Source: an optimization exercise on an open RTL-to-GDS flow (aim: a short achievable clock period and few clock cycles). Production flows keep margins and buffers that such runs may drop. Function was checked by simulation only, so behaviour that the tests miss may differ from the original. Power and IR drop assume default switching activity.

**flow/design.v**
```verilog
module PipelineCPU_top(
    input Clk_CPU,
    input rst,
    input [31:0] inst_in,
    input [31:0] Data_in,
    output mem_w,
    output [31:0] PC_out,
    output [31:0] Addr_out,
    output [31:0] Data_out,
    output [3:0] wea
);
localparam BTB_IDX = 3;              
localparam BTB_TAG = 5;              
localparam BTB_N = 1 << BTB_IDX;
localparam TLO = BTB_IDX + 2;
localparam THI = BTB_IDX + 1 + BTB_TAG;
reg [31:0] pc;
reg        d_valid;
reg [31:0] d_inst;
reg [31:0] d_pc;
reg [31:0] d_imm;       
reg [31:0] d_imm_pc;    
reg [8:0]  d_cls;       
reg [31:1] d_s1, d_s2;  
reg        d_btb;       
reg        d_exact;     
reg        e_wen;       
reg        e_load;
reg        e_store;
reg        e_t1, e_t0, e_n1, e_n0;
reg        e_jalr;      
reg        e_ceq, e_clt, e_cltu;    
reg [4:0]  e_rd;
reg [31:0] e_a, e_b, e_s;
reg        e_sl;        
reg [31:0] e_bx;        
reg        e_sq;        
reg        e_sub, e_arith;
reg        e_sel_add, e_sel_sll, e_sel_slt, e_sel_sltu, e_sel_xor, e_sel_sr;
reg        e_sel_or, e_sel_and, e_sel_b, e_sel_p;
reg [3:0]  e_wea;
reg [31:0] e_pc4;
reg [31:2] e_pcb;       
reg        m_wen;
reg [31:1] m_we;        
reg        m_load;
reg        m_store;
reg [4:0]  m_rd;
reg [31:0] m_res;
reg [31:0] m_addr;      
reg [31:0] m_dout;      
reg [3:0]  m_wea;
reg [31:0] rf [1:31];
assign PC_out   = pc;
assign mem_w    = m_store;
assign Addr_out = m_addr;
assign Data_out = m_dout;
assign wea      = m_wea;
wire [6:0] op  = d_inst[6:0];
wire [2:0] f3  = d_inst[14:12];
wire       f7b = d_inst[30];
wire [4:0] rd  = d_inst[11:7];
wire [4:0] rs1 = d_inst[19:15];
wire [4:0] rs2 = d_inst[24:20];
wire is_lui   = d_cls[0];
wire is_auipc = d_cls[1];
wire is_jal   = d_cls[2];
wire is_jalr  = d_cls[3];
wire is_br    = d_cls[4];
wire is_load  = d_cls[5];
wire is_store = d_cls[6];
wire is_opimm = d_cls[7];
wire is_op    = d_cls[8];
wire use_rs1 = is_jalr | is_br | is_load | is_store | is_opimm | is_op;
wire use_rs2 = is_br | is_store | is_op;
wire wr_rd   = (is_lui | is_auipc | is_jal | is_jalr | is_load | is_opimm | is_op) & (rd != 5'd0);
wire [31:0] d_tgt  = d_pc + d_imm_pc;
wire [31:0] d_pc4  = d_pc + 32'd4;
wire fuse = is_jalr & e_wen & !e_sq & e_sel_b & (e_rd == rs1);
wire [31:0] fuse_tgt = e_b + d_imm;
wire d_hit  = d_btb & d_exact & (is_jal | is_br);
wire d_pt   = is_jal | (is_br & (d_inst[31] | d_hit));    
wire d_take = !d_hit & (is_jal | (is_br & d_inst[31]));
wire d_fix  = d_btb & !d_hit & !d_take;
wire d_redirect = d_valid & (d_take | fuse | d_fix);
wire [31:0] d_redirect_tgt = fuse ? fuse_tgt : d_take ? d_tgt : d_pc4;
wire [31:0] m_val = m_load ? Data_in : m_res;
reg [31:0] rf1, rf2;
integer r;
always @* begin
    rf1 = 32'd0;
    rf2 = 32'd0;
    for (r = 1; r < 32; r = r + 1) begin
        rf1 = rf1 | ({32{d_s1[r]}} & rf[r]);
        rf2 = rf2 | ({32{d_s2[r]}} & rf[r]);
    end
end
wire m_hit1 = m_wen & (m_rd == rs1);
wire m_hit2 = m_wen & (m_rd == rs2);
wire [31:0] r1 = m_hit1 ? m_val : rf1;
wire [31:0] r2 = m_hit2 ? m_val : rf2;
wire e_hit1 = e_wen & !e_sq & (e_rd == rs1);
wire e_hit2 = e_wen & !e_sq & (e_rd == rs2);
wire stall = d_valid & e_load & !e_sq & ((use_rs1 & e_hit1) | ((is_br | is_op) & e_hit2));
wire [31:0] a = e_a;
wire [31:0] b = e_b;
wire [31:0] s = e_s;
wire [32:0] sum33 = {a, 1'b1} + {e_bx, e_sub};
wire [31:0] sum = sum33[32:1];
wire        lt  = $signed(a) < $signed(b);
wire        ltu = a < b;
wire        eq  = a == b;
wire        big = |b[31:5];
wire [31:0] shl = big ? 32'd0 : (a << b[4:0]);
wire signed [32:0] sra_in = {e_arith & a[31], a};
wire signed [32:0] sra_out = sra_in >>> b[4:0];
wire [31:0] shr = big ? {32{e_arith & a[31]}} : sra_out[31:0];
wire [31:0] res_o = ({32{e_sel_sll}}  & shl)
                | ({32{e_sel_slt}}  & {31'b0, lt})
                | ({32{e_sel_sltu}} & {31'b0, ltu})
                | ({32{e_sel_xor}}  & (a ^ b))
                | ({32{e_sel_sr}}   & shr)
                | ({32{e_sel_or}}   & (a | b))
                | ({32{e_sel_and}}  & (a & b))
                | ({32{e_sel_b}}    & b)
                | ({32{e_sel_p}}    & e_pc4);
wire [31:0] res = e_sel_add ? sum : res_o;
wire cond = (e_ceq & eq) | (e_clt & lt) | (e_cltu & ltu);
wire e_rt = !e_sq & (cond ? e_t1 : e_t0);    
wire e_rn = !e_sq & (cond ? e_n1 : e_n0);    
wire e_rj = !e_sq & e_jalr;                  
wire e_redirect = e_rt | e_rn | e_rj;
wire [6:0] f_op = inst_in[6:0];
wire f_lui   = f_op == 7'b0110111;
wire f_auipc = f_op == 7'b0010111;
wire f_jal   = f_op == 7'b1101111;
wire f_jalr  = f_op == 7'b1100111;
wire f_br    = f_op == 7'b1100011;
wire f_load  = f_op == 7'b0000011;
wire f_store = f_op == 7'b0100011;
wire f_opimm = f_op == 7'b0010011;
wire f_opr   = f_op == 7'b0110011;
wire f_shimm = f_opimm & (inst_in[13:12] == 2'b01);
wire [31:0] f_imm_i = {{20{inst_in[31]}}, inst_in[31:20]};
wire [31:0] f_imm_s = {{20{inst_in[31]}}, inst_in[31:25], inst_in[11:7]};
wire [31:0] f_imm_b = {{20{inst_in[31]}}, inst_in[7], inst_in[30:25], inst_in[11:8], 1'b0};
wire [31:0] f_imm_u = {inst_in[31:12], 12'b0};
wire [31:0] f_imm_j = {{12{inst_in[31]}}, inst_in[19:12], inst_in[20], inst_in[30:21], 1'b0};
wire [31:0] f_imm    = f_store ? f_imm_s : (f_lui | f_auipc) ? f_imm_u :
                       f_shimm ? {27'b0, inst_in[24:20]} : f_imm_i;
wire [31:0] f_imm_pc = f_br ? f_imm_b : f_jal ? f_imm_j : f_imm_u;
reg               btb_v   [0:BTB_N-1];
reg [31:TLO]      btb_tag [0:BTB_N-1];
reg [31:0]        btb_tgt [0:BTB_N-1];
reg [BTB_N-1:0]   f_hitv;
reg [31:0]        f_btgt;
integer k;
always @* begin
    f_btgt = 32'd0;
    for (k = 0; k < BTB_N; k = k + 1) begin
        f_hitv[k] = btb_v[k] & (pc[TLO-1:2] == k) & (btb_tag[k][THI:TLO] == pc[THI:TLO]);
        f_btgt = f_btgt | ({32{f_hitv[k]}} & btb_tgt[k]);
    end
end
wire btb_hit = |f_hitv;
reg f_exact;
integer k2;
always @* begin
    f_exact = 1'b0;
    for (k2 = 0; k2 < BTB_N; k2 = k2 + 1)
        f_exact = f_exact | ((pc[TLO-1:2] == k2) & (btb_tag[k2] == pc[31:TLO]));
end
wire [31:0] pc_rest = stall      ? pc :
                      d_redirect ? d_redirect_tgt :
                      btb_hit    ? f_btgt : pc + 32'd4;
wire e_rt1 = !e_sq & e_t1, e_rt0 = !e_sq & e_t0;
wire e_rn1 = !e_sq & e_n1, e_rn0 = !e_sq & e_n0;
wire [31:0] pc_c1 = e_rt1 ? e_s : e_rn1 ? e_pc4 : e_rj ? sum : pc_rest;
wire [31:0] pc_c0 = e_rt0 ? e_s : e_rn0 ? e_pc4 : e_rj ? sum : pc_rest;
wire [31:0] pc_next = cond ? pc_c1 : pc_c0;
always @(posedge Clk_CPU) begin
    if (rst) begin
        pc <= 32'd0;
        d_valid <= 1'b0;
    end else begin
        pc <= pc_next;
        if (e_redirect)
            d_valid <= 1'b0;
        else if (!stall)
            d_valid <= !d_redirect;
    end
    if (!stall) begin
        d_inst <= inst_in;
        for (r = 1; r < 32; r = r + 1) begin
            d_s1[r] <= inst_in[19:15] == r;
            d_s2[r] <= inst_in[24:20] == r;
        end
        d_cls <= {f_opr, f_opimm, f_store, f_load, f_br, f_jalr, f_jal, f_auipc, f_lui};
        d_pc <= pc;
        d_imm <= f_imm;
        d_imm_pc <= f_imm_pc;
        d_btb <= btb_hit;
        d_exact <= f_exact;
    end
end
reg              u_ins, u_del;
reg [31:2]       u_pc;
reg [31:0]       u_tgt;
reg              v_ins, v_del;
reg [31:2]       v_pc;
reg [31:0]       v_tgt;
integer j;
always @(posedge Clk_CPU) begin
    if (rst) begin
        u_ins <= 1'b0;
        u_del <= 1'b0;
    end else begin
        u_ins <= e_rt;
        u_del <= e_rn;
        v_ins <= d_valid & d_take;
        v_del <= d_valid & d_fix;
    end
    u_pc <= e_pcb;
    u_tgt <= e_s;
    v_pc <= d_pc[31:2];
    v_tgt <= d_tgt;
    for (j = 0; j < BTB_N; j = j + 1) begin
        if (rst)
            btb_v[j] <= 1'b0;
        else if ((u_ins | u_del) && u_pc[TLO-1:2] == j) begin
            btb_v[j] <= u_ins;
            btb_tag[j] <= u_pc[31:TLO];
            btb_tgt[j] <= u_tgt;
        end else if ((v_ins | v_del) && v_pc[TLO-1:2] == j) begin
            btb_v[j] <= v_ins;
            btb_tag[j] <= v_pc[31:TLO];
            btb_tgt[j] <= v_tgt;
        end
    end
end
wire d_go = d_valid & !stall;
wire d_sub = is_op & f7b & (f3 == 3'b000);
always @(posedge Clk_CPU) begin
    e_sq <= e_redirect;
    if (rst || !d_go) begin
        e_wen <= 1'b0;
        e_load <= 1'b0;
        e_store <= 1'b0;
        e_t1 <= 1'b0;
        e_t0 <= 1'b0;
        e_n1 <= 1'b0;
        e_n0 <= 1'b0;
        e_jalr <= 1'b0;
    end else begin
        e_wen <= wr_rd;
        e_load <= is_load;
        e_store <= is_store;
        e_t1 <= is_br & !f3[0] & !d_pt;
        e_t0 <= is_br &  f3[0] & !d_pt;
        e_n1 <= is_br &  f3[0] & d_pt;
        e_n0 <= is_br & !f3[0] & d_pt;
        e_jalr <= is_jalr & !fuse;
    end
    e_ceq  <= !f3[2];
    e_clt  <= f3[2] & !f3[1];
    e_cltu <= f3[2] & f3[1];
    e_pc4 <= d_pc4;
    e_pcb <= d_pc[31:2];
    e_rd <= rd;
    e_a  <= (e_hit1 & e_sel_add) ? sum : e_hit1 ? res_o : r1;
    e_b  <= ((is_op | is_br) & e_hit2 & e_sel_add) ? sum :
            (is_op | is_br) ? (e_hit2 ? res_o : r2) :
            is_auipc ? d_tgt : d_imm;
    e_bx <= (is_op & e_hit2 & e_sel_add) ? (sum ^ {32{d_sub}}) :
            is_op ? ((e_hit2 ? res_o : r2) ^ {32{d_sub}}) : d_imm;
    e_sl <= is_store & e_hit2 & e_load;
    e_s  <= (is_store & e_hit2 & e_sel_add) ? sum :
            is_store ? (e_hit2 ? res_o : r2) : d_tgt;
    e_sub <= d_sub;
    e_arith <= f7b;
    e_sel_add  <= is_load | is_store | ((is_op | is_opimm) & (f3 == 3'b000));
    e_sel_sll  <= (is_op | is_opimm) & (f3 == 3'b001);
    e_sel_slt  <= (is_op | is_opimm) & (f3 == 3'b010);
    e_sel_sltu <= (is_op | is_opimm) & (f3 == 3'b011);
    e_sel_xor  <= (is_op | is_opimm) & (f3 == 3'b100);
    e_sel_sr   <= (is_op | is_opimm) & (f3 == 3'b101);
    e_sel_or   <= (is_op | is_opimm) & (f3 == 3'b110);
    e_sel_and  <= (is_op | is_opimm) & (f3 == 3'b111);
    e_sel_b    <= is_lui | is_auipc;
    e_sel_p    <= is_jal | is_jalr;
    e_wea <= (f3[1:0] == 2'b10) ? 4'b1111 : (f3[1:0] == 2'b01) ? 4'b0011 : 4'b0001;
end
integer i;
always @(posedge Clk_CPU) begin
    if (rst) begin
        m_wen <= 1'b0;
        m_we <= 31'd0;
        m_load <= 1'b0;
        m_store <= 1'b0;
    end else begin
        m_wen <= e_wen & !e_sq;
        for (i = 1; i < 32; i = i + 1)
            m_we[i] <= e_wen & !e_sq & (e_rd == i);
        m_load <= e_load & !e_sq;
        m_store <= e_store & !e_sq;
    end
    m_rd <= e_rd;
    m_res <= res;
    if (e_load | e_store)
        m_addr <= sum;
    if (e_store)
        m_dout <= e_sl ? Data_in : s;
    m_wea <= e_wea;
end
always @(posedge Clk_CPU) begin
    for (i = 1; i < 32; i = i + 1)
        if (rst)
            rf[i] <= 32'd0;
        else if (m_we[i])
            rf[i] <= m_val;
end
endmodule
```
**flow/flow/run.sh**
```bash
#!/bin/bash
set -eo pipefail
MARGIN=${MARGIN:-5.6}
bash standard.sh synth > synth.log 2>&1
bash standard.sh SETUP_SLACK_MARGIN=$MARGIN floorplan > floorplan.log 2>&1
bash standard.sh SETUP_SLACK_MARGIN=$MARGIN place > place.log 2>&1
bash standard.sh SETUP_SLACK_MARGIN=$MARGIN cts > cts.log 2>&1
bash standard.sh SETUP_SLACK_MARGIN=$MARGIN route > route.log 2>&1
bash standard.sh SETUP_SLACK_MARGIN=$MARGIN finish > finish.log 2>&1
```
**flow/standard.sh**
```bash
#!/bin/bash
# synth_recipe.tcl (not shown) runs the flow's synth.tcl, then flattens the netlist and writes it again
# the make line also repeats each setting of config.mk as NAME=value (left out here)
make -C /OpenROAD-flow-scripts/flow DESIGN_CONFIG=/design/flow/config.mk WORK_HOME=/design/flow/orfs CLKGATE_MAP_FILE= SYNTH_SCRIPT=/design/flow/synth_recipe.tcl "${@:-finish}"
```
**flow/config.mk**
```make
export PLATFORM = sky130hd
export DESIGN_NAME = PipelineCPU_top
export DESIGN_NICKNAME = PipelineCPU_top
export VERILOG_FILES = /design/flow/design.v
export SDC_FILE = /design/flow/constraint.sdc
export NUM_CORES = 4
export LEC_CHECK = 0
export ABC_CLOCK_PERIOD_IN_PS = 2500
export CAP_MARGIN = 20
export CORE_MARGIN = 2
export CORE_UTILIZATION = 45
export SETUP_SLACK_MARGIN = 5
export SLEW_MARGIN = 20
```
**flow/constraint.sdc**
```tcl
create_clock -name core_clock -period 9.0 [get_ports {Clk_CPU}]
set_input_delay 1.8000 -clock core_clock [delete_from_list [all_inputs] [get_ports {Clk_CPU}]]
set_output_delay 1.8000 -clock core_clock [all_outputs]
set_load 0.01 [all_outputs]
```
==> impl_metrics.ini, run 1 <==
[status]
status = finished clean

[timing]
clock-skew-final_ns = 0.0611
finalSetupTns_ns = 0
tightest_slew_ns = 1.29
rsz0062_at_grt = yes
fin_crit_ns = 3.63
slew-limit-headroom_pct = 14.1
fmax_ghz = 0.276
finalMaxSlewViolations = 0
finalCritPeriodShare_pct = 40.3
hold_violations = 0
finalSetupViolations = 0

[place]
dp_cells = 13123
place_congestion = 1.03
portBuffers = 165
dp_hpwl_um = 343000

[synthesis]
syn_nets = 10816
postSynthRegisterBits = 2148
yosysWarnings = 5
yosys-top-cells-area = dfxtp_1 (27%), edfxtp_1 (21%), a211oi_1 (7.6%), mux2_2 (5.2%), nor2_1 (5.0%)
yosys.cell_types.count = 92
ys_seq_area_share_pct = 47.8
synth_edf_count = 725
syn_area_um2 = 105000
synth_top_area_share_pct = 27.1
yosys.area.top_type = dfxtp_1
syn_avg_cell_area_um2 = 9.97
synthArstFlopShare_pct = 0
syn_inst = 10551
synth_ff_type = dfxtp_1

[setup_path]
crit_arrival_ns = 4.43
start_kind = flip-flop
endpoint_kind = flip-flop
timing.critical_path.required_ns = 9.80
crit_type = reg -> reg
path_max_fanout = 2

[detailed_routing]
ant_nets = 0
drt-pass1-iter-count = 11
viasPerCell = 7.29
drtIter0Drc = 19782
vias = 101754
drc = 0
wire_per_inst_um = 40.4
routed_wl_um = 563000

[finish]
final_cell_mix = nor2_1 (1370), dfxtp_1 (1296), a211oi_1 (1041)
n_fill_cell = 20466
area_growth_pct = 20.1
final_common_cell = nor2_1
drive_gt1_share_pct = 21.5
nets = 10922
instances_no_fill = 13955

[cts]
clkSinkCount = 2148
htree_levels = 4
cts_made_buffers = 225
clkTransAtPathRegs_ns = 0.07
clk_path_buf_depth = 3
clkLatencyLatePin_ns = 0.96
cts_tree = done
cts-root-buf = clkbuf_16

[floorplan]
core_area_um2 = 233000
pin_count = 167
die_width_um = 487
start_util_pct = 45.2
rows = 177
die-area_um2 = 238000
die_h_um = 487

[job]
max_cap_viol_count = 0

[grt]
track_usage_pct = 45.3
overflow = 0
grt_start_max_net_pins = 225
grt_pass1_wl_um = 756000
grt_pass1_vias = 92188
antenna_found_initial = 57

[power_and_ir_drop]
ir_drop_mv = 0.183
cellPowerDensity_nw_per_um2 = 180
leakage_nw = 44.1

[min_path]
hold_path.class = reg -> reg
logic make-up (layout without fill, tap and decap cells):
| group | after synthesis | in the layout | synth area share [%] |
|---|---|---|---|
| buf+inv | 1161 | 1452 | 4.23 |
| flops | 2148 | 2148 | 47.8 |
| xor+xnor | 356 | 356 | 2.97 |
| fa+ha+maj | 199 | 199 | 2.39 |
| compound gates | 3207 | 3208 | 22.9 |
| other cells | 1 | 57 | 0.00357 |
| simple gates | 2773 | 2777 | 11.7 |
| mux | 706 | 715 | 8.04 |
synth_stat cells (30+ instances only):
cell / number
o22ai_1: 41
clkbuf_1: 850
xor2_1: 141
o21ai_0: 226
mux2i_1: 154
nand4_1: 211
a21oi_1: 280
nand3_1: 168
nand2_1: 497
a21o_1: 74
mux2_2: 490
buf_1: 85
mux4_2: 62
o211ai_1: 49
a221oi_1: 294
nor2b_1: 42
nor2_1: 1394
nor4_1: 67
a22oi_1: 482
a22o_1: 283
and2_1: 30
a211oi_1: 1064
edfxtp_1: 725
and3_1: 44
nand2b_1: 47
inv_1: 184
xnor2_1: 215
dfxtp_1: 1423
ha_1: 196
nor3_1: 172
a222oi_1: 126
a31oi_1: 32
metal layers:
layer  part of all wire [%]  vias to the layer above  GRT usage (%)
li1                       -                    40604              -
met1                     36                    49156           56.4
met2                     40                     9298           62.4
met3                     15                     2661           17.2
met4                    9.5                       35           35.5
met5                   0.11                        -           1.49
what timing repair did:
item,4_1_cts,5_1_grt
setup buffers,187,124
gates resized for setup,928,329
hold buffers,0,0
endpoints found under the setup margin,1229,730
pin swaps,114,153
gates cloned,24,11
worst max-delay path: stages (launching register included):
cell and delay, ns:
edfxtp_1 0.43, ha_2 0.22, inv_2 0.04, fa_2 0.54, buf_12 0.13, clkinvlp_4 0.24, o211ai_1 0.87, o311ai_2 0.24
buf_6 0.22, o311ai_4 0.07, a22o_1 0.19, o211ai_1 0.10, o21ai_1 0.11, o22ai_1 0.10
metrics by stage:
stage          instance area [um2]  hold slack, ns  utilization (%)  worst slack [ns]  power [mW]
6_report                    126000           0.333             54.3              5.37        22.8
5_1_grt                     126000           0.346             54.2              5.38        23.1
4_1_cts                     123000           0.335             53.1              5.34        22.5
3_5_place_dp                110000           0.321             47.5              3.52        12.3
3_3_place_gp                110000           0.317             47.4              3.57        12.3
2_1_floorplan               105000           0.310                -              5.21        11.4
state kept, by name, summed over array words and instances, names as in the netlist, 9 cells and up:
signal    flops
rf          992
m_res        32
d_cls         9
e_b          32
d_s2         31
e_a          32
d_pc         32
d_imm        32
e_bx         32
u_tgt        32
m_we         31
d_imm_pc     31
d_s1         31
e_pc4        31
d_inst       19
pc           32
btb_tag     216
v_tgt        32
btb_tgt     256
v_pc         30
m_dout       32
m_addr       32
u_pc         30
e_s          32
power breakdown:
group          total (mW)  internal, mW  switching, mW
registers            10.6          10.2          0.382
clock network        10.2          5.90           4.33
logic                1.93         0.678           1.26
path summary, 6_finish.rpt:
path	from	end	slack, ns	cells past startpoint
max	d_pc[1]$_DFFE_PN_	pc[2]$_SDFF_PP0_	5.37	13
min	e_wea[1]$_SDFF_PN1_	m_wea[1]$_DFF_P_	0.33	0
max reg2reg	d_pc[1]$_DFFE_PN_	pc[2]$_SDFF_PP0_	5.37	13
min reg2reg	e_wea[1]$_SDFF_PN1_	m_wea[1]$_DFF_P_	0.33	0
area by class of cell:
cell class | instances | area, um2 | area share, %
Clock inverter | 118 | 1680 | 1.33
Multi-Input combinational cell | 7256 | 54600 | 43.2
Clock buffer | 308 | 6360 | 5.04
Tap cell | 3043 | 3810 | 3.02
Sequential cell | 2148 | 50600 | 40.1
Timing Repair Buffer | 835 | 8270 | 6.55
Inverter | 189 | 778 | 0.617
Antenna cell | 56 | 140 | 0.111
Timing Repair inverter | 2 | 22.5 | 0.0178
Testbench counts, summed over its fixed seeds: cycles 76,388.
==> run 2, diff against run 1 <==
--- a/flow/design.v
+++ b/flow/design.v
@@ -164,11 +164,6 @@
 end
 wire btb_hit = |f_hitv;
-reg f_exact;
-integer k2;
-always @* begin
-    f_exact = 1'b0;
-    for (k2 = 0; k2 < BTB_N; k2 = k2 + 1)
-        f_exact = f_exact | ((pc[TLO-1:2] == k2) & (btb_tag[k2] == pc[31:TLO]));
-end
+wire [31:TLO] f_tag = btb_tag[pc[TLO-1:2]];
+wire f_exact = f_tag == pc[31:TLO];
 wire [31:0] pc_rest = stall      ? pc :
                       d_redirect ? d_redirect_tgt :
--- a/flow/flow/run.sh
+++ b/flow/flow/run.sh
@@ -1,5 +1,5 @@
 #!/bin/bash
 set -eo pipefail
-MARGIN=${MARGIN:-5.6}
+MARGIN=${MARGIN:-5.5}
 bash standard.sh synth > synth.log 2>&1
 bash standard.sh SETUP_SLACK_MARGIN=$MARGIN floorplan > floorplan.log 2>&1
--- a/flow/config.mk
+++ b/flow/config.mk
@@ -9,5 +9,5 @@
 export CAP_MARGIN = 20
 export CORE_MARGIN = 2
-export CORE_UTILIZATION = 45
+export CORE_UTILIZATION = 52
 export SETUP_SLACK_MARGIN = 5
 export SLEW_MARGIN = 20
==> run 2 against run 1 <==
Effect of this change: clock skew up 0.023 ns; synthesized area down 1.3%; final area down 2.5%; critical path depth down 4; critical endpoint is now e_bx[29]$_DFF_P_; clock power about the same; critical path type unchanged; worst hold slack worse by 0.0024 ns; via count down 1.3%.
==> impl_metrics.ini, run 2 <==
[floorplan]
pin_count = 167
start_util_pct = 52.2
rows = 164
die-area_um2 = 203000
core_area_um2 = 199000
die_h_um = 451
die_width_um = 451

[setup_path]
crit_path_end = e_bx[29]$_DFF_P_
setup.worst_path.start = d_inst[22]$_DFFE_PN_
crit_type = reg -> reg
reg2reg_to = e_bx[29]$_DFF_P_
timing.critical_path.required_ns = 9.72
path_max_fanout = 54
start_kind = flip-flop
r2r_start = d_inst[22]$_DFFE_PN_
ff2ff_setup_slack_ns = 5.22
endpoint_kind = flip-flop
worstRegToRegCells = 9
crit_arrival_ns = 4.50

[timing]
fin_crit_ns = 3.78
fmax_ghz = 0.265
clock-skew-final_ns = 0.0838
finalCritPeriodShare_pct = 42.0
finalMaxSlewViolations = 0
slew-limit-headroom_pct = 14.3
rsz0062_at_grt = yes
hold_violations = 0
tightest_slew_ns = 1.29
finalSetupTns_ns = 0
finalSetupViolations = 0

[grt]
track_usage_pct = 50.9
grt_pass1_vias = 90482
antenna_found_initial = 66
grt_start_max_net_pins = 212
grt_pass1_wl_um = 732000
overflow = 0

[finish]
final_util_pct = 61.8
reg_top3 = rf (992), btb_tgt (256), btb_tag (216)
instances_no_fill = 13320
nets = 10683
area_growth_pct = 18.5
largest_reg_flops = 992
final_common_cell = nor2_1
drive_gt1_share_pct = 20.6
finalInstanceArea_um2 = 123000
final_cell_mix = nor2_1 (1410), dfxtp_1 (1318), a211oi_1 (1039)
regMostFlops = rf
n_fill_cell = 16479

[detailed_routing]
ant_nets = 0
drtIter0Drc = 19899
wire_per_inst_um = 40.7
drc = 0
wl_met1_um = 184000
met3_length_um = 84200
wl_met2_um = 216000
viasPerCell = 7.54
routed_wl_um = 543000
drt-pass1-iter-count = 12
vias = 100459
topRoutingLayerUsed = met5

[synthesis]
yosys.area.top_type = dfxtp_1
synth-simple-area-share_pct = 11.3
syn_area_um2 = 104000
syn_avg_cell_area_um2 = 10.0
synth_fa_ha_area_share_pct = 2.42
synth-xor-area-share_pct = 1.97
syn_inst = 10368
postSynthRegisterBits = 2148
synthTopCellsByCount = nor2_1 (1440), dfxtp_1 (1423), a211oi_1 (1056)
yosys-top-cells-area = dfxtp_1 (27%), edfxtp_1 (21%), a211oi_1 (7.6%), mux2_2 (5.8%), nor2_1 (5.2%)
yosysWarnings = 5
synth_edf_count = 725
ys_seq_area_share_pct = 48.4
synth_ff_type = dfxtp_1
muxShareOfSynthArea_pct = 8.34
synth_top_area_share_pct = 27.4
yosys.cell_types.count = 97
yosysMostFrequentCell = nor2_1
synth_top_family_by_area = compound AO/OA/AOI/OAI gates
synth-compound-area-share_pct = 23.4
synthArstFlopShare_pct = 0
syn_nets = 10633

[cts]
clkLatencyLatePin_ns = 0.94
clkTransAtPathRegs_ns = 0.06
cts-root-buf = clkbuf_16
clk_path_buf_depth = 3
htree_levels = 4
cts_tree = done
clkSinkCount = 2148
cts_made_buffers = 228

[status]
status = finished clean

[place]
placed_area_um2 = 108000
dp_cells = 12528
portBuffers = 165
place_congestion = 1.05
dp_hpwl_um = 322000

[min_path]
hold_path.class = reg -> reg

[power_and_ir_drop]
total_power_mw = 22.6
ir_drop_mv = 0.180
cellPowerDensity_nw_per_um2 = 184
leakage_nw = 42.8

[job]
max_cap_viol_count = 0
[run 2: cell count changes in the layout (fill, tap and decap cells not counted), moves of 45 or more]
cell | previous run | this run
mux2_2 | 488 | 533
a221oi_1 | 275 | 373
xor2_1 | 121 | 69
a22o_1 | 282 | 367
buf_4 | 511 | 462
dlygate4sd2_1 | 19 | 91
xnor2_1 | 193 | 134
a22oi_1 | 478 | 319
[run 2: cells by family (layout without fill, tap and decap cells)]
family / Yosys count / count (layout)
AOI/OAI and AO/OA: 3244 / 3245
xor gates and xnor gates: 233 / 233
adders and majority gates: 199 / 199
buffers and inverters: 1128 / 1360
DFF: 2148 / 2148
muxes: 716 / 726
other: 1 / 52
and+or+nand+nor: 2699 / 2701
[run 2: routing by layer]
layer | vias to the layer above | global-route usage [%]
met1 | 47874 | 61.3
met2 | 9653 | 70.7
li1 | 39897 | -
met3 | 2987 | 21.1
met4 | 48 | 41.9
met5 | - | 0
[run 2: stage by stage]
step / worst slack, ns / hold slack, ns
after floorplan: 5.20 / 0.310
after global placement: 3.81 / 0.312
after detailed placement: 3.83 / 0.314
after CTS: 5.35 / 0.333
after global routing: 5.29 / 0.349
final: 5.22 / 0.331
[run 2: repair_timing]
action                                  CTS  global route
pin swaps                                71           108
cloned                                   23             9
buffers inserted                        168           108
endpoints found under the setup margin  650           413
hold buffers                              0             0
gates resized for setup                 627           317
[run 2: report_power, final]
group	internal (mW)	total, mW	switching [mW]
Sequential	10.2	10.5	0.329
Combinational	0.654	1.89	1.24
Clock	5.92	10.2	4.31
Total	16.8	22.6	5.87
[run 2: critical path: stages, from the launching register on]
cell	delay (ns)
edfxtp_1	0.42
xor2_1	0.16
nor4_1	0.33
and3_4	0.57
buf_12	0.43
nor3_2	0.24
a211oi_2	0.82
a21oi_2	0.11
mux2i_1	0.22
o21ai_1	0.10
[run 2: how the worst min path moves through the flow]
stage / startpoint / end / slack [ns] / depth (start not counted)
finish: e_wea[2]$_SDFF_PN1_ / m_wea[2]$_DFF_P_ / 0.33 / 0
detailed placement: e_wea[1]$_SDFF_PN1_ / m_wea[1]$_DFF_P_ / 0.31 / 0
CTS: e_wea[2]$_SDFF_PN1_ / m_wea[2]$_DFF_P_ / 0.33 / 0
global route: e_wea[2]$_SDFF_PN1_ / m_wea[2]$_DFF_P_ / 0.35 / 0
global placement: e_wea[2]$_SDFF_PN1_ / m_wea[2]$_DFF_P_ / 0.31 / 0
floorplan: e_wea[1]$_SDFF_PN1_ / m_wea[1]$_DFF_P_ / 0.31 / 0
[run 2: final cells by class]
| class | instances | area (um2) | share of cell area (%) |
|---|---|---|---|
| timing repair buffer | 764 | 7420 | 6.03 |
| timing repair inverter | 1 | 8.76 | 0.00712 |
| inverter | 170 | 687 | 0.558 |
| clock inverter | 115 | 1510 | 1.22 |
| clock buffer | 310 | 6560 | 5.34 |
| antenna | 51 | 128 | 0.104 |
| sequential | 2148 | 50600 | 41.1 |
| tap | 2656 | 3320 | 2.70 |
| multi-input combinational | 7105 | 52800 | 42.9 |
Testbench counts of run 2, summed over its fixed seeds: cycles 76,388.
==> run 3, diff against run 2 <==
--- a/flow/design.v
+++ b/flow/design.v
@@ -164,6 +164,11 @@
 end
 wire btb_hit = |f_hitv;
-wire [31:TLO] f_tag = btb_tag[pc[TLO-1:2]];
-wire f_exact = f_tag == pc[31:TLO];
+reg f_exact;
+integer k2;
+always @* begin
+    f_exact = 1'b0;
+    for (k2 = 0; k2 < BTB_N; k2 = k2 + 1)
+        f_exact = f_exact | ((pc[TLO-1:2] == k2) & (btb_tag[k2] == pc[31:TLO]));
+end
 wire [31:0] pc_rest = stall      ? pc :
                       d_redirect ? d_redirect_tgt :
==> flow/run.sh (new file) <==
#!/bin/bash
# synth_recipe.tcl (not shown) runs the flow's synth.tcl, then flattens the netlist and writes it again
# the make line also repeats each setting of config.mk as NAME=value (left out here)
make -C /OpenROAD-flow-scripts/flow DESIGN_CONFIG=/design/flow/config.mk WORK_HOME=/design/flow/orfs CLKGATE_MAP_FILE= SYNTH_SCRIPT=/design/flow/synth_recipe.tcl finish
--- a/flow/config.mk
+++ b/flow/config.mk
@@ -9,5 +9,5 @@
 export CAP_MARGIN = 20
 export CORE_MARGIN = 2
-export CORE_UTILIZATION = 52
+export CORE_UTILIZATION = 45
 export SETUP_SLACK_MARGIN = 5
 export SLEW_MARGIN = 20
removed: flow/flow/run.sh
removed: flow/standard.sh
==> run 3 against run 2 <==
Effect of this change: still clean on timing, DRC and antenna; critical path depth is 6 higher; sequential power about the same; flip-flop and latch count unchanged; clock-buffer cell count increased by 13; die area up 17%; sequential share of layout area is 1.1 points higher; power shrank 2.5%; synthesized cell count increased by 1.8%; maximum frequency shrank 8.0%; synthesized area up 1.3%; critical endpoint is now pc[9]$_SDFF_PP0_.
==> impl_metrics.ini, run 3 <==
[timing]
tightest_slew_ns = 1.37
fin_crit_ns = 4.11
finalSetupViolations = 0
finalCritPeriodShare_pct = 45.7
holdWs_ns = 0.326
setup_ws_ns = 4.89
rsz0062_at_grt = yes
clock-skew-final_ns = 0.0847
fmax_ghz = 0.243
finalMaxSlewViolations = 0
hold_violations = 0
finalSetupTns_ns = 0
slew-limit-headroom_pct = 8.02

[synthesis]
syn_nets = 10816
syn_inst = 10551
yosysWarnings = 5
yosys-top-cells-area = dfxtp_1 (27%), edfxtp_1 (21%), a211oi_1 (7.6%), mux2_2 (5.2%), nor2_1 (5.0%)
yosysMostFrequentCell = dfxtp_1
synth_top_area_share_pct = 27.1
yosys.cell_types.count = 92
synthArstFlopShare_pct = 0
syn_avg_cell_area_um2 = 9.97
postSynthRegisterBits = 2148
synth_edf_count = 725
synthTopCellsByCount = dfxtp_1 (1423), nor2_1 (1394), a211oi_1 (1064)
yosys.area.top_type = dfxtp_1
syn_area_um2 = 105000
synth_ff_type = dfxtp_1
ys_seq_area_share_pct = 47.8

[floorplan]
die-area_um2 = 238000
rows = 177
pin_count = 167
core_area_um2 = 233000
start_util_pct = 45.2
die_width_um = 487
die_h_um = 487

[setup_path]
path_max_fanout = 25
endpoint_kind = flip-flop
timing.critical_path.cells = buf_12, inv_1, buf_4, ha_1, nor3_1, o21ai_0, a221oi_2, nor4_4, a211oi_4, a21oi_1, nor3_4, buf_8, mux2i_1, nor3b_1, or3b_2
crit_slowest_cell = or3b_2
start_kind = flip-flop
timing.critical_path.required_ns = 9.76
cp_top_family = simple AND/OR/NAND/NOR gates
crit_buf_inv = 4
crit_arrival_ns = 4.87
max_stage_delay_ns = 0.46
crit_type = reg -> reg

[detailed_routing]
viasPerCell = 7.26
vias = 98724
drc = 0
drt-pass1-iter-count = 13
wire_per_inst_um = 39.2
ant_nets = 0
drtIter0Drc = 18825
routed_wl_um = 532000

[cts]
clkSinkCount = 2148
clkLatencyLatePin_ns = 0.94
cts_hold_buf = 0
clk_path_buf_depth = 3
cts_made_buffers = 224
cts-root-buf = clkbuf_16
clkTransAtPathRegs_ns = 0.07
cts_tree = done
htree_levels = 4

[finish]
final_util_pct = 51.4
regMostFlops = rf
drive_gt1_share_pct = 14.7
final_common_cell = nor2_1
nets = 10568
largest_reg_flops = 992
reg_top3 = rf (992), btb_tgt (256), btb_tag (216)
final_cell_mix = nor2_1 (1382), dfxtp_1 (1348), a211oi_1 (1058)
area_growth_pct = 13.8

[place]
dp_hpwl_um = 333000
dpl_worst_slack_ns = 3.67
place_congestion = 1.06
portBuffers = 165

[power_and_ir_drop]
leakage_nw = 41.4
cellPowerDensity_nw_per_um2 = 185
ir_drop_mv = 0.180

[grt]
track_usage_pct = 43.1
grt_start_max_net_pins = 253
grt_pass1_wl_um = 725000
antenna_found_initial = 50
overflow = 0
grt_pass1_vias = 89915

[status]
status = finished clean

[job]
max_cap_viol_count = 0

[min_path]
hold_path.class = reg -> reg
-- run 3: cell type report --
type	instances	area, um2
fillers	20830	113000
multi-input cells	7242	52000
flip-flops and latches	2148	50500
clock buffers	323	6540
repair buffers	498	4750
well taps	3043	3810
clock inverters	98	1230
inverters	189	734
diodes	49	123
-- run 3: stage by stage --
| stage | instances | cell area, um2 | total power [mW] |
|---|---|---|---|
| global route | 13548 | 120000 | 22.4 |
| CTS | 13523 | 119000 | 21.9 |
| floorplan | 10551 | 105000 | 11.4 |
| global placement | 13087 | 110000 | 12.3 |
| finish | 13590 | 120000 | 22.1 |
| detailed placement | 13094 | 110000 | 12.3 |
-- run 3: final timing paths --
check,start,endpoint,slack (ns),cells past startpoint
setup / recovery,e_b[4]$_DFF_P_,pc[9]$_SDFF_PP0_,4.89,15
hold / removal,e_wea[1]$_SDFF_PN1_,m_wea[1]$_DFF_P_,0.33,0
setup reg to reg,e_b[4]$_DFF_P_,pc[9]$_SDFF_PP0_,4.89,15
hold reg to reg,e_wea[1]$_SDFF_PN1_,m_wea[1]$_DFF_P_,0.33,0
-- run 3: report_power, final --
| group | switching, mW | internal, mW |
|---|---|---|
| Sequential | 0.389 | 10.2 |
| Combinational | 1.11 | 0.516 |
| Clock | 4.27 | 5.56 |
-- run 3: cell families after synthesis --
kind of cell | Yosys count | synth area share, %
compound gates | 3207 | 22.9
xor+xnor | 356 | 2.97
fa+ha+maj | 199 | 2.39
buf+inv | 1161 | 4.23
flops | 2148 | 47.8
mux | 706 | 8.04
other cells | 1 | 0.00357
simple gates | 2773 | 11.7
-- run 3: what timing repair did --
| action | CTS | global route |
|---|---|---|
| pin swaps | 5 | 5 |
| gates cloned | 1 | 1 |
| setup buffers | 7 | 7 |
| endpoints found under the setup margin | 152 | 148 |
| resized for setup | 154 | 96 |
-- run 3: layer usage --
layer	GRT usage (%)	routed length, um	up-vias
li1	-	-	39846
met1	54.0	191000	47674
met5	0.531	340	-
met4	32.9	49100	26
met2	60.0	216000	8755
met3	15.8	76200	2423
Testbench counts of run 3, summed over its fixed seeds: cycles 76,388.

[afterwards: timing with drivers on the ports]
In the flow no input, the clock included, has a driving cell. The finished layouts below were timed again as built, in two steps.
Step 1, drivers: a clkbuf_16 drives Clk_CPU and a buf_2 each remaining input, both assumed.
Step 2 times the ports against the registers' clock, not the clock port: input delays grow and output delays shrink by t, the midpoint of the rising clock arrivals with the driver on.
Slacks: no drivers / after step 1 / after step 2; pairs: no drivers / after step 1.
| run | shift t [ns] | setup slack, ns | worst hold slack (ns) | worst setup path after step 2 | cell pins on the clock port's net |
|---|---|---|---|---|---|
| run 1 | 1.015 | 5.373 / 5.373 / 4.685 | 0.333 / 0.333 / 0.333 | input to register | 1 |
| run 2 | 0.996 | 5.220 / 5.220 / 4.421 | 0.331 / 0.331 / 0.331 | input to register | 1 |
| run 3 | 1.002 | 4.890 / 4.890 / 4.365 | 0.326 / 0.326 / 0.326 | input to register | 1 |
After both steps setup and hold are still met in every run listed. The setup slack of run 2, which loses most, moves by 0.000 ns with the drivers and by -0.799 ns with both steps.
